What follows belongs to an exercise in optimizing a design on an open flow for small area; a production flow would make more cautious choices.
In this exercise RTL edits were held to simulation tests only and were not proved equivalent to the original.

==> run a: inputs <==
==> flow/design.v <==
module cdf5_3 (
input logic [7:0] x0, x1, x2,
input logic signed [8:0] d_prev,
output logic [7:0] s,
output logic signed [8:0] d);
	logic [8:0] sum02;
	logic signed [8:0] x1s, hs;
	logic signed [9:0] dd;
	always_comb
	begin
		sum02 = {1'b0, x0} + {1'b0, x2};
		x1s = {1'b0, x1};
		hs = {1'b0, sum02[8:1]};
		d = x1s - hs;
		dd = {d[8], d} + {d_prev[8], d_prev};
		s = x0 + dd[9:2];
	end
endmodule
module coefs_to_row (
input logic clk,
input logic s_en, d_en,
input logic [7:0] s_in, d_in,
output logic [7:0] s_head, d_head);
	row_shift_bank #(.DEPTH(33)) s_chain(clk, s_en, s_in, s_head);
	row_shift_bank #(.DEPTH(31)) d_chain(clk, d_en, d_in, d_head);
endmodule
module row_shift_bank #(parameter DEPTH = 32) (
input logic clk, en,
input logic [7:0] din,
output logic [7:0] head);
	logic [7:0] data [0:DEPTH-1];
	always_ff @ (posedge clk)
	begin
		if (en)
		begin
			for (int i = 1; i < DEPTH; i=i+1)
				data[i] <= data[i-1];
			data[0] <= din;
		end
	end
	assign head = data[DEPTH-1];
endmodule
module dwt_module(
input logic clk, en, resetn,
input logic [7:0] in,
output logic [7:0] s, d,
output logic result, rdy);
	localparam LENGTH = 64;
	logic [6:0] result_counter;
	logic [5:0] block_counter;
	logic ip_en;
	logic [1:0] iter_flag;
	localparam logic [1:0] ST_IDLE = 2'd0, ST_FIRST_BLOCK = 2'd1, ST_MAIN_BLOCK = 2'd2, ST_LAST_BLOCK = 2'd3;
	logic [1:0] state, next_state;
	always_ff @ (posedge clk or negedge resetn)
	begin
		if (~resetn) state <= ST_IDLE;
		else state <= next_state;
	end
	always_comb
	begin
		next_state = state;
		case (state)
		ST_IDLE:
			if (en) next_state = ST_FIRST_BLOCK;
			else next_state = ST_IDLE;
		ST_FIRST_BLOCK:
			if (block_counter == 1) next_state = ST_MAIN_BLOCK;
			else next_state = ST_FIRST_BLOCK;
		ST_MAIN_BLOCK:
			if (block_counter == LENGTH/2-1) next_state = ST_LAST_BLOCK;
			else next_state = ST_MAIN_BLOCK;
		ST_LAST_BLOCK:
			if (block_counter == LENGTH/2) next_state = ST_IDLE;
			else next_state = ST_LAST_BLOCK;
		default:
			next_state = ST_IDLE;
		endcase
	end
	always_ff @ (posedge clk or negedge resetn)
	begin
		if (!resetn)
		begin
			iter_flag <= 0;
			rdy <= 0;
			ip_en <= 0;
		end
		else
		case (state)
		ST_IDLE:
		begin
			iter_flag <= 0;
			if (en)
			begin
				ip_en <= 1;
				rdy <= 0;
			end
			else
			begin
				rdy <= 1;
				ip_en <= 0;
			end
		end
		ST_FIRST_BLOCK:
		begin
			ip_en <= 0;
			if (block_counter == 1) rdy <= 1; else rdy <= 0;
		end
		ST_MAIN_BLOCK:
		begin
			if (block_counter == LENGTH/2-1) iter_flag <= 2; else iter_flag <= 1;
			if (en)
			begin
				ip_en <= 1;
				rdy <= 0;
			end
			else
			begin
				ip_en <= 0;
				if (result_counter == LENGTH) rdy <= 1; else rdy <= 0;
			end
		end
		ST_LAST_BLOCK:
		begin
			iter_flag <= 2;
			if (en)
			begin
				ip_en <= 1;
				rdy <= 0;
			end
			else
			begin
				ip_en <= 0;
				if (result_counter == LENGTH) rdy <= 1; else rdy <= 0;
			end
		end
		endcase
	end
	always_ff @ (posedge clk or negedge resetn)
	begin
		if (!resetn)
		begin
			result_counter <= 0;
			block_counter <= 0;
		end
		else
		begin
			if (block_counter == LENGTH/2)
				block_counter <= 0;
			else
			if (result_counter == LENGTH)
			begin
				result_counter <= 0;
				block_counter <= block_counter + 1;
			end
			else
			begin
				if (result) result_counter <= result_counter + 1;
			end
		end
	end
	localparam logic [1:0] IP_IDLE = 2'd0, IP_INPUT = 2'd1, IP_OUTPUT = 2'd2;
	logic [1:0] ip_state, ip_next;
	logic [7:0] cnt;	 
	logic [1:0] iter;
	always_ff @ (posedge clk or negedge resetn)
	begin
		if (~resetn) ip_state <= IP_IDLE;
		else ip_state <= ip_next;
	end
	always_comb
	begin
		ip_next = ip_state;
		case (ip_state)
		IP_IDLE:
			if (ip_en) ip_next = IP_INPUT;
			else ip_next = IP_IDLE;
		IP_INPUT:
		begin
			if (iter == 0)
				if (cnt == (LENGTH*3)-1) ip_next = IP_OUTPUT; else ip_next = IP_INPUT;
			if (iter == 1)
				if (cnt == (LENGTH*2)-1) ip_next = IP_OUTPUT; else ip_next = IP_INPUT;
			if (iter == 2)
				if (cnt == LENGTH-1) ip_next = IP_OUTPUT; else ip_next = IP_INPUT;
		end
		IP_OUTPUT:
			ip_next = IP_IDLE;
		default:
			ip_next = IP_IDLE;
		endcase
	end
	always_ff @ (posedge clk or negedge resetn)
	begin
		if (~resetn)
			cnt <= 8'hff;
		else
		case (ip_state)
		IP_IDLE:
			if (ip_en) cnt <= 1;
			else if (cnt != 8'hff) cnt <= cnt + 1;
		IP_INPUT:
			cnt <= cnt + 1;
		default:
			cnt <= 0;
		endcase
	end
	always_ff @ (posedge clk)
	begin
		if (resetn && ip_state == IP_IDLE && ip_en)
			iter <= iter_flag;
	end
	logic pv;		 
	logic [5:0] col;
	logic [1:0] row;
	logic even, c63;
	logic [7:0] xe, xo;
	logic signed [8:0] rdp;
	logic sstar;		 
	logic [7:0] rx1, rx2, rs;
	logic signed [8:0] rd;
	logic s_wr, d_wr;
	logic [2:0] tgt, tgt_r, tgt_s;
	assign pv = (ip_state == IP_INPUT) || (ip_state == IP_IDLE && ip_en);
	assign col = (ip_state == IP_INPUT) ? cnt[5:0] : 6'd0;
	assign row = (ip_state == IP_INPUT) ? cnt[7:6] : 2'd0;
	assign even = ~col[0];
	assign c63 = (col == 6'd63);
	assign rx1 = c63 ? in : xo;
	assign rx2 = (c63 || sstar) ? rx1 : in;
	cdf5_3 row_lift(xe, rx1, rx2, rdp, rs, rd);
	assign s_wr = (pv && ((even && col != 0) || c63)) || sstar;
	assign d_wr = pv && even && col != 0;
	always_comb
	begin
		case (row)
		2'd0: tgt = 3'b001;
		2'd1: tgt = 3'b010;
		default: tgt = (iter_flag == 0) ? 3'b100 : 3'b001;
		endcase
	end
	assign tgt_s = sstar ? tgt_r : tgt;
	always_ff @ (posedge clk or negedge resetn)
	begin
		if (~resetn) sstar <= 0;
		else sstar <= pv && c63;
	end
	always_ff @ (posedge clk)
	begin
		if (pv && even) xe <= in;
		if (pv && !even) xo <= in;
		if (pv && col == 0) rdp <= 0;
		else if (pv && (even || c63)) rdp <= rd;
		if (pv && c63) tgt_r <= tgt;
	end
	logic proc_s, proc_d, dsel;
	logic [7:0] u_sh, u_dh, a_sh, a_dh, b_sh, b_dh;
	logic [7:0] hu, ha, hb;
	logic [7:0] up_v, in1_v, in2_v;
	assign proc_s = (ip_state == IP_IDLE) && cnt >= 4 && cnt <= 36;
	assign proc_d = (ip_state == IP_IDLE) && cnt >= 37 && cnt <= 67;
	assign dsel = cnt >= 37;
	assign hu = dsel ? u_dh : u_sh;
	assign ha = dsel ? a_dh : a_sh;
	assign hb = dsel ? b_dh : b_sh;
	assign up_v = (iter_flag == 0) ? hb : hu;
	assign in1_v = (iter == 0) ? ha : hb;
	assign in2_v = (iter_flag == 2) ? in1_v : ((iter == 0) ? ((iter_flag == 0) ? hu : hb) : ha);
	coefs_to_row buf_u(clk, proc_s || (s_wr && tgt_s[2]), proc_d || (d_wr && tgt[2]),
		proc_s ? in2_v : rs, proc_d ? in2_v : rd[7:0], u_sh, u_dh);
	coefs_to_row buf_a(clk, proc_s || (s_wr && tgt_s[1]), proc_d || (d_wr && tgt[1]),
		proc_s ? a_sh : rs, proc_d ? a_dh : rd[7:0], a_sh, a_dh);
	coefs_to_row buf_b(clk, proc_s || (s_wr && tgt_s[0]), proc_d || (d_wr && tgt[0]),
		proc_s ? b_sh : rs, proc_d ? b_dh : rd[7:0], b_sh, b_dh);
	logic signed [8:0] cdp, cdp_r, cd;
	logic [7:0] cs;
	assign cdp = (cnt == 4) ? 9'sd0 : cdp_r;
	cdf5_3 col_lift(up_v, in1_v, in2_v, cdp, cs, cd);
	always_ff @ (posedge clk)
	begin
		cdp_r <= cd;
		s <= cs;
		d <= cd[7:0];
	end
	assign result = (ip_state == IP_IDLE) && cnt >= 5 && cnt <= 68;
endmodule
==> flow/run.sh <==
#!/bin/bash
# synth_recipe.tcl (not shown) runs the flow's synth.tcl, then flattens the netlist and writes it again
# the make line also repeats each setting of config.mk as NAME=value (left out here)
make -C /OpenROAD-flow-scripts/flow DESIGN_CONFIG=/design/flow/config.mk WORK_HOME=/design/flow/orfs CLKGATE_MAP_FILE= SYNTH_SCRIPT=/design/flow/synth_recipe.tcl finish
==> flow/config.mk <==
export PLATFORM = sky130hd
export DESIGN_NAME = dwt_module
export DESIGN_NICKNAME = dwt_module
export VERILOG_FILES = /design/flow/design.v
export SDC_FILE = /design/flow/constraint.sdc
export NUM_CORES = 4
export LEC_CHECK = 0
export CAP_MARGIN = 20
export CORE_MARGIN = 2
export CORE_UTILIZATION = 40
export PLACE_DENSITY = 0.6
export SLEW_MARGIN = 20
==> flow/constraint.sdc <==
create_clock -name core_clock -period 10.0 [get_ports {clk}]
set_input_delay 2.0000 -clock core_clock [delete_from_list [all_inputs] [get_ports {clk}]]
set_output_delay 2.0000 -clock core_clock [all_outputs]
set_load 0.01 [all_outputs]
==> run b: changes against run a <==
==> flow/design.v, changed modules only <==
module coefs_to_row (
input logic clk,
input logic s_en, d_en, link,
input logic [7:0] s_in, d_in,
output logic [7:0] head);
	logic [7:0] d_head;
	row_shift_bank #(.DEPTH(33)) s_chain(clk, s_en, link ? d_head : s_in, head);
	row_shift_bank #(.DEPTH(31)) d_chain(clk, d_en, d_in, d_head);
endmodule
module dwt_module(
input logic clk, en, resetn,
input logic [7:0] in,
output logic [7:0] s, d,
output logic result, rdy);
	localparam LENGTH = 64;
	logic block_done;	 
	logic [5:0] block_counter;
	logic ip_en;
	logic [1:0] iter_flag;
	localparam logic [1:0] ST_IDLE = 2'd0, ST_FIRST_BLOCK = 2'd1, ST_MAIN_BLOCK = 2'd2, ST_LAST_BLOCK = 2'd3;
	logic [1:0] state, next_state;
	always_ff @ (posedge clk or negedge resetn)
	begin
		if (~resetn) state <= ST_IDLE;
		else state <= next_state;
	end
	always_comb
	begin
		next_state = state;
		case (state)
		ST_IDLE:
			if (en) next_state = ST_FIRST_BLOCK;
			else next_state = ST_IDLE;
		ST_FIRST_BLOCK:
			if (block_counter == 1) next_state = ST_MAIN_BLOCK;
			else next_state = ST_FIRST_BLOCK;
		ST_MAIN_BLOCK:
			if (block_counter == LENGTH/2-1) next_state = ST_LAST_BLOCK;
			else next_state = ST_MAIN_BLOCK;
		ST_LAST_BLOCK:
			if (block_counter == LENGTH/2) next_state = ST_IDLE;
			else next_state = ST_LAST_BLOCK;
		default:
			next_state = ST_IDLE;
		endcase
	end
	always_ff @ (posedge clk or negedge resetn)
	begin
		if (!resetn)
		begin
			iter_flag <= 0;
			rdy <= 0;
			ip_en <= 0;
		end
		else
		case (state)
		ST_IDLE:
		begin
			iter_flag <= 0;
			if (en)
			begin
				ip_en <= 1;
				rdy <= 0;
			end
			else
			begin
				rdy <= 1;
				ip_en <= 0;
			end
		end
		ST_FIRST_BLOCK:
		begin
			ip_en <= 0;
			if (block_counter == 1) rdy <= 1; else rdy <= 0;
		end
		ST_MAIN_BLOCK:
		begin
			if (block_counter == LENGTH/2-1) iter_flag <= 2; else iter_flag <= 1;
			if (en)
			begin
				ip_en <= 1;
				rdy <= 0;
			end
			else
			begin
				ip_en <= 0;
				rdy <= block_done;
			end
		end
		ST_LAST_BLOCK:
		begin
			iter_flag <= 2;
			if (en)
			begin
				ip_en <= 1;
				rdy <= 0;
			end
			else
			begin
				ip_en <= 0;
				rdy <= block_done;
			end
		end
		endcase
	end
	always_ff @ (posedge clk or negedge resetn)
	begin
		if (!resetn)
		begin
			block_counter <= 0;
		end
		else
		begin
			if (block_counter == LENGTH/2)
				block_counter <= 0;
			else
			if (block_done)
				block_counter <= block_counter + 1;
		end
	end
	localparam logic [1:0] IP_IDLE = 2'd0, IP_INPUT = 2'd1, IP_OUTPUT = 2'd2;
	logic [1:0] ip_state, ip_next;
	logic [7:0] cnt;	 
	logic [1:0] iter;
	always_ff @ (posedge clk or negedge resetn)
	begin
		if (~resetn) ip_state <= IP_IDLE;
		else ip_state <= ip_next;
	end
	always_comb
	begin
		ip_next = ip_state;
		case (ip_state)
		IP_IDLE:
			if (ip_en) ip_next = IP_INPUT;
			else ip_next = IP_IDLE;
		IP_INPUT:
		begin
			if (iter == 0)
				if (cnt == (LENGTH*3)-1) ip_next = IP_OUTPUT; else ip_next = IP_INPUT;
			if (iter == 1)
				if (cnt == (LENGTH*2)-1) ip_next = IP_OUTPUT; else ip_next = IP_INPUT;
			if (iter == 2)
				if (cnt == LENGTH-1) ip_next = IP_OUTPUT; else ip_next = IP_INPUT;
		end
		IP_OUTPUT:
			ip_next = IP_IDLE;
		default:
			ip_next = IP_IDLE;
		endcase
	end
	always_ff @ (posedge clk or negedge resetn)
	begin
		if (~resetn)
			cnt <= 8'hff;
		else
		case (ip_state)
		IP_IDLE:
			if (ip_en) cnt <= 1;
			else if (cnt != 8'hff) cnt <= cnt + 1;
		IP_INPUT:
			cnt <= cnt + 1;
		default:
			cnt <= 0;
		endcase
	end
	always_ff @ (posedge clk)
	begin
		if (resetn && ip_state == IP_IDLE && ip_en)
			iter <= iter_flag;
	end
	logic pv;		 
	logic [5:0] col;
	logic [1:0] row;
	logic even, c63;
	logic [7:0] xe, xo;
	logic signed [8:0] dpr;	 
	logic sstar;		 
	logic [7:0] rx1, rx2, rs;
	logic signed [8:0] rd;
	logic s_wr, d_wr;
	logic [1:0] trow;
	logic [2:0] tgt;
	assign pv = (ip_state == IP_INPUT) || (ip_state == IP_IDLE && ip_en);
	assign col = (ip_state == IP_INPUT) ? cnt[5:0] : 6'd0;
	assign row = (ip_state == IP_INPUT) ? cnt[7:6] : 2'd0;
	assign even = ~col[0];
	assign c63 = (col == 6'd63);
	assign rx1 = c63 ? in : xo;
	assign rx2 = (c63 || sstar) ? rx1 : in;
	assign s_wr = (pv && ((even && col != 0) || c63)) || sstar;
	assign d_wr = pv && even && col != 0;
	always_comb
	begin
		case (trow)
		2'd0: tgt = (iter != 0) ? 3'b001 : (iter_flag == 0) ? 3'b100 : 3'b010;
		2'd1: tgt = (iter == 0) ? 3'b001 : 3'b010;
		default: tgt = 3'b010;
		endcase
	end
	assign trow = sstar ? cnt[7:6] - 2'd1 : row;
	always_ff @ (posedge clk or negedge resetn)
	begin
		if (~resetn) sstar <= 0;
		else sstar <= pv && c63;
	end
	always_ff @ (posedge clk)
	begin
		if (pv && even) xe <= in;
		if (pv && !even) xo <= in;
	end
	logic proc;
	logic [7:0] hu, hx, hy;
	logic [7:0] up_v, in1_v, in2_v, u_src;
	assign proc = (ip_state == IP_IDLE) && cnt >= 4 && cnt <= 67;
	assign up_v = (iter == 2 && iter_flag == 0) ? hx : hu;
	assign in1_v = hx;
	assign in2_v = (iter == 2) ? ((iter_flag == 2) ? hx : hu) : hy;
	assign u_src = (iter == 2) ? hu : hy;
	coefs_to_row buf_u(clk, proc || (s_wr && tgt[2]), proc || (d_wr && tgt[2]), proc,
		rs, proc ? u_src : rd[7:0], hu);
	coefs_to_row buf_y(clk, proc || (s_wr && tgt[1]), proc || (d_wr && tgt[1]), proc,
		rs, rd[7:0], hy);
	coefs_to_row buf_x(clk, proc || (s_wr && tgt[0]), proc || (d_wr && tgt[0]), proc,
		rs, rd[7:0], hx);
	logic [7:0] lx0, lx1, lx2;
	assign lx0 = proc ? up_v : xe;
	assign lx1 = proc ? in1_v : rx1;
	assign lx2 = proc ? in2_v : rx2;
	cdf5_3 lift(lx0, lx1, lx2, dpr, rs, rd);
	always_ff @ (posedge clk)
	begin
		if ((pv && col == 0) || (ip_state == IP_IDLE && cnt == 3)) dpr <= 0;
		else if ((pv && (even || c63)) || proc) dpr <= rd;
		s <= rs;
		d <= rd[7:0];
	end
	assign result = (ip_state == IP_IDLE) && cnt >= 5 && cnt <= 68;
	assign block_done = (ip_state == IP_IDLE) && cnt == 69;
endmodule
--- a/flow/config.mk
+++ b/flow/config.mk
@@ -8,5 +8,8 @@
 export CAP_MARGIN = 20
 export CORE_MARGIN = 2
 export CORE_UTILIZATION = 40
+export CTS_BUF_LIST = sky130_fd_sc_hd__clkbuf_16
+export CTS_CLUSTER_DIAMETER = 200
+export CTS_CLUSTER_SIZE = 27
 export PLACE_DENSITY = 0.6
 export SLEW_MARGIN = 20
==> run c: changes against run a <==
==> flow/design.v, changed modules only <==
module coefs_to_row (
input logic clk,
input logic s_en, d_en, link,
input logic [7:0] s_in, d_in,
output logic [7:0] head);
	logic [7:0] d_head;
	row_shift_bank #(.DEPTH(33)) s_chain(clk, s_en, link ? d_head : s_in, head);
	row_shift_bank #(.DEPTH(31)) d_chain(clk, d_en, d_in, d_head);
endmodule
module dwt_module(
input logic clk, en, resetn,
input logic [7:0] in,
output logic [7:0] s, d,
output logic result, rdy);
	localparam LENGTH = 64;
	logic block_done;	 
	logic [5:0] block_counter;
	logic ip_en;
	logic [1:0] iter_flag;
	localparam logic [1:0] ST_IDLE = 2'd0, ST_FIRST_BLOCK = 2'd1, ST_MAIN_BLOCK = 2'd2, ST_LAST_BLOCK = 2'd3;
	logic [1:0] state, next_state;
	always_ff @ (posedge clk or negedge resetn)
	begin
		if (~resetn) state <= ST_IDLE;
		else state <= next_state;
	end
	always_comb
	begin
		next_state = state;
		case (state)
		ST_IDLE:
			if (en) next_state = ST_FIRST_BLOCK;
			else next_state = ST_IDLE;
		ST_FIRST_BLOCK:
			if (block_counter == 1) next_state = ST_MAIN_BLOCK;
			else next_state = ST_FIRST_BLOCK;
		ST_MAIN_BLOCK:
			if (block_counter == LENGTH/2-1) next_state = ST_LAST_BLOCK;
			else next_state = ST_MAIN_BLOCK;
		ST_LAST_BLOCK:
			if (block_counter == LENGTH/2) next_state = ST_IDLE;
			else next_state = ST_LAST_BLOCK;
		default:
			next_state = ST_IDLE;
		endcase
	end
	always_ff @ (posedge clk or negedge resetn)
	begin
		if (!resetn)
		begin
			iter_flag <= 0;
			rdy <= 0;
			ip_en <= 0;
		end
		else
		case (state)
		ST_IDLE:
		begin
			iter_flag <= 0;
			if (en)
			begin
				ip_en <= 1;
				rdy <= 0;
			end
			else
			begin
				rdy <= 1;
				ip_en <= 0;
			end
		end
		ST_FIRST_BLOCK:
		begin
			ip_en <= 0;
			if (block_counter == 1) rdy <= 1; else rdy <= 0;
		end
		ST_MAIN_BLOCK:
		begin
			if (block_counter == LENGTH/2-1) iter_flag <= 2; else iter_flag <= 1;
			if (en)
			begin
				ip_en <= 1;
				rdy <= 0;
			end
			else
			begin
				ip_en <= 0;
				rdy <= block_done;
			end
		end
		ST_LAST_BLOCK:
		begin
			iter_flag <= 2;
			if (en)
			begin
				ip_en <= 1;
				rdy <= 0;
			end
			else
			begin
				ip_en <= 0;
				rdy <= block_done;
			end
		end
		endcase
	end
	always_ff @ (posedge clk or negedge resetn)
	begin
		if (!resetn)
		begin
			block_counter <= 0;
		end
		else
		begin
			if (block_counter == LENGTH/2)
				block_counter <= 0;
			else
			if (block_done)
				block_counter <= block_counter + 1;
		end
	end
	localparam logic [1:0] IP_IDLE = 2'd0, IP_INPUT = 2'd1, IP_OUTPUT = 2'd2;
	logic [1:0] ip_state, ip_next;
	logic [7:0] cnt;	 
	logic [1:0] iter;
	always_ff @ (posedge clk or negedge resetn)
	begin
		if (~resetn) ip_state <= IP_IDLE;
		else ip_state <= ip_next;
	end
	always_comb
	begin
		ip_next = ip_state;
		case (ip_state)
		IP_IDLE:
			if (ip_en) ip_next = IP_INPUT;
			else ip_next = IP_IDLE;
		IP_INPUT:
		begin
			if (iter == 0)
				if (cnt == (LENGTH*3)-1) ip_next = IP_OUTPUT; else ip_next = IP_INPUT;
			if (iter == 1)
				if (cnt == (LENGTH*2)-1) ip_next = IP_OUTPUT; else ip_next = IP_INPUT;
			if (iter == 2)
				if (cnt == LENGTH-1) ip_next = IP_OUTPUT; else ip_next = IP_INPUT;
		end
		IP_OUTPUT:
			ip_next = IP_IDLE;
		default:
			ip_next = IP_IDLE;
		endcase
	end
	always_ff @ (posedge clk or negedge resetn)
	begin
		if (~resetn)
			cnt <= 8'hff;
		else
		case (ip_state)
		IP_IDLE:
			if (ip_en) cnt <= 1;
			else if (cnt != 8'hff) cnt <= cnt + 1;
		IP_INPUT:
			cnt <= cnt + 1;
		default:
			cnt <= 0;
		endcase
	end
	always_ff @ (posedge clk)
	begin
		if (resetn && ip_state == IP_IDLE && ip_en)
			iter <= iter_flag;
	end
	logic pv;		 
	logic [5:0] col;
	logic [1:0] row;
	logic even, c63;
	logic [7:0] xe, xo;
	logic signed [8:0] dpr;	 
	logic sstar;		 
	logic [7:0] rx1, rx2, rs;
	logic signed [8:0] rd;
	logic s_wr, d_wr;
	logic [1:0] trow;
	logic [2:0] tgt;
	assign pv = (ip_state == IP_INPUT) || (ip_state == IP_IDLE && ip_en);
	assign col = (ip_state == IP_INPUT) ? cnt[5:0] : 6'd0;
	assign row = (ip_state == IP_INPUT) ? cnt[7:6] : 2'd0;
	assign even = ~col[0];
	assign c63 = (col == 6'd63);
	assign rx1 = c63 ? in : xo;
	assign rx2 = (c63 || sstar) ? rx1 : in;
	assign s_wr = (pv && ((even && col != 0) || c63)) || sstar;
	assign d_wr = pv && even && col != 0;
	always_comb
	begin
		case (trow)
		2'd0: tgt = (iter != 0) ? 3'b001 : (iter_flag == 0) ? 3'b100 : 3'b010;
		2'd1: tgt = (iter == 0) ? 3'b001 : 3'b010;
		default: tgt = 3'b010;
		endcase
	end
	assign trow = sstar ? cnt[7:6] - 2'd1 : row;
	always_ff @ (posedge clk or negedge resetn)
	begin
		if (~resetn) sstar <= 0;
		else sstar <= pv && c63;
	end
	always_ff @ (posedge clk)
	begin
		if (pv && even) xe <= in;
		if (pv && !even) xo <= in;
	end
	logic proc;
	logic [7:0] hu, hx, hy;
	logic [7:0] up_v, in1_v, in2_v, u_src;
	assign proc = (ip_state == IP_IDLE) && cnt >= 4 && cnt <= 67;
	assign up_v = (iter == 2 && iter_flag == 0) ? hx : hu;
	assign in1_v = hx;
	assign in2_v = (iter == 2) ? ((iter_flag == 2) ? hx : hu) : hy;
	assign u_src = (iter == 2) ? hu : hy;
	coefs_to_row buf_u(clk, proc || (s_wr && tgt[2]), proc || (d_wr && tgt[2]), proc,
		rs, proc ? u_src : rd[7:0], hu);
	coefs_to_row buf_y(clk, proc || (s_wr && tgt[1]), proc || (d_wr && tgt[1]), proc,
		rs, rd[7:0], hy);
	coefs_to_row buf_x(clk, proc || (s_wr && tgt[0]), proc || (d_wr && tgt[0]), proc,
		rs, rd[7:0], hx);
	logic [7:0] lx0, lx1, lx2;
	assign lx0 = proc ? up_v : xe;
	assign lx1 = proc ? in1_v : rx1;
	assign lx2 = proc ? in2_v : rx2;
	cdf5_3 lift(lx0, lx1, lx2, dpr, rs, rd);
	always_ff @ (posedge clk)
	begin
		if ((pv && col == 0) || (ip_state == IP_IDLE && cnt == 3)) dpr <= 0;
		else if ((pv && (even || c63)) || proc) dpr <= rd;
		s <= rs;
		d <= rd[7:0];
	end
	assign result = (ip_state == IP_IDLE) && cnt >= 5 && cnt <= 68;
	assign block_done = (ip_state == IP_IDLE) && cnt == 69;
endmodule
--- a/flow/config.mk
+++ b/flow/config.mk
@@ -7,6 +7,9 @@
 export LEC_CHECK = 0
 export CAP_MARGIN = 20
 export CORE_MARGIN = 2
-export CORE_UTILIZATION = 40
-export PLACE_DENSITY = 0.6
+export CORE_UTILIZATION = 65
+export CTS_BUF_LIST = sky130_fd_sc_hd__clkbuf_16
+export CTS_CLUSTER_DIAMETER = 120
+export CTS_CLUSTER_SIZE = 25
+export PLACE_DENSITY = 0.8
 export SLEW_MARGIN = 20
==> results.txt <==
seq_cells=1613; fraction of standard cell area in multi-input logic=0.0816; core region area=0.132 mm2; RD Place Congestion=0.830; synthesized-area fraction occupied by ao, oa, aoi and oai cells=0.0251; DR vias=21000; outcome=no timing/DRC/antenna violations; WL met2=32200 um
(the above is from run a)
==> results.txt <==
outcome=no timing/DRC/antenna violations; seq_cells=1602; synthesized-area fraction occupied by ao, oa, aoi and oai cells=0.0187; RD Place Congestion=0.831; fraction of standard cell area in multi-input logic=0.0574; core region area=0.127 mm2; DR vias=18400; WL met2=29800 um
(the above is from run b)
==> results.txt <==
WL met2=38000 um; DR vias=18500; fraction of standard cell area in multi-input logic=0.0582; core region area=0.0776 mm2; RD Place Congestion=0.828; outcome=no timing/DRC/antenna violations
(the above is from run c)

-- afterwards: timing with drivers on the ports --
The results above use ideal ports. As a check the final layouts listed here were re-extracted and re-timed, cells and wires unchanged. Step 1 sets driving cells, clkbuf_16 on the clock port and buf_2 on the other inputs (assumed; they add their load-dependent delay and slew). Step 2, shift: input delay + t, output delay - t, t = (earliest + latest rising clock arrival at the registers) / 2. This alone moves slack from input paths to output paths. Slacks: ideal ports / drivers / drivers and shift; pairs: ideal ports / drivers.
| run | t (ns) | slack for setup (ns) | worst setup path after step 2 | latest minus earliest clock arrival (ns) | slew at the worst register clock pin (ns) |
|---|---|---|---|---|---|
| run a | 0.819 | 2.360 / 2.360 / 2.360 | register to register | 0.029 / 0.028 | 0.07 / 0.07 |
| run b | 0.726 | 2.306 / 2.306 / 1.962 | input to register | 0.033 / 0.034 | 0.12 / 0.12 |
| run c | 0.697 | 2.235 / 2.235 / 2.013 | input to register | 0.031 / 0.031 | 0.11 / 0.11 |
After both steps every run listed still meets setup and hold. For run b, which loses most, drivers alone change the setup slack by 0.000 ns; drivers and shift together by -0.344 ns.
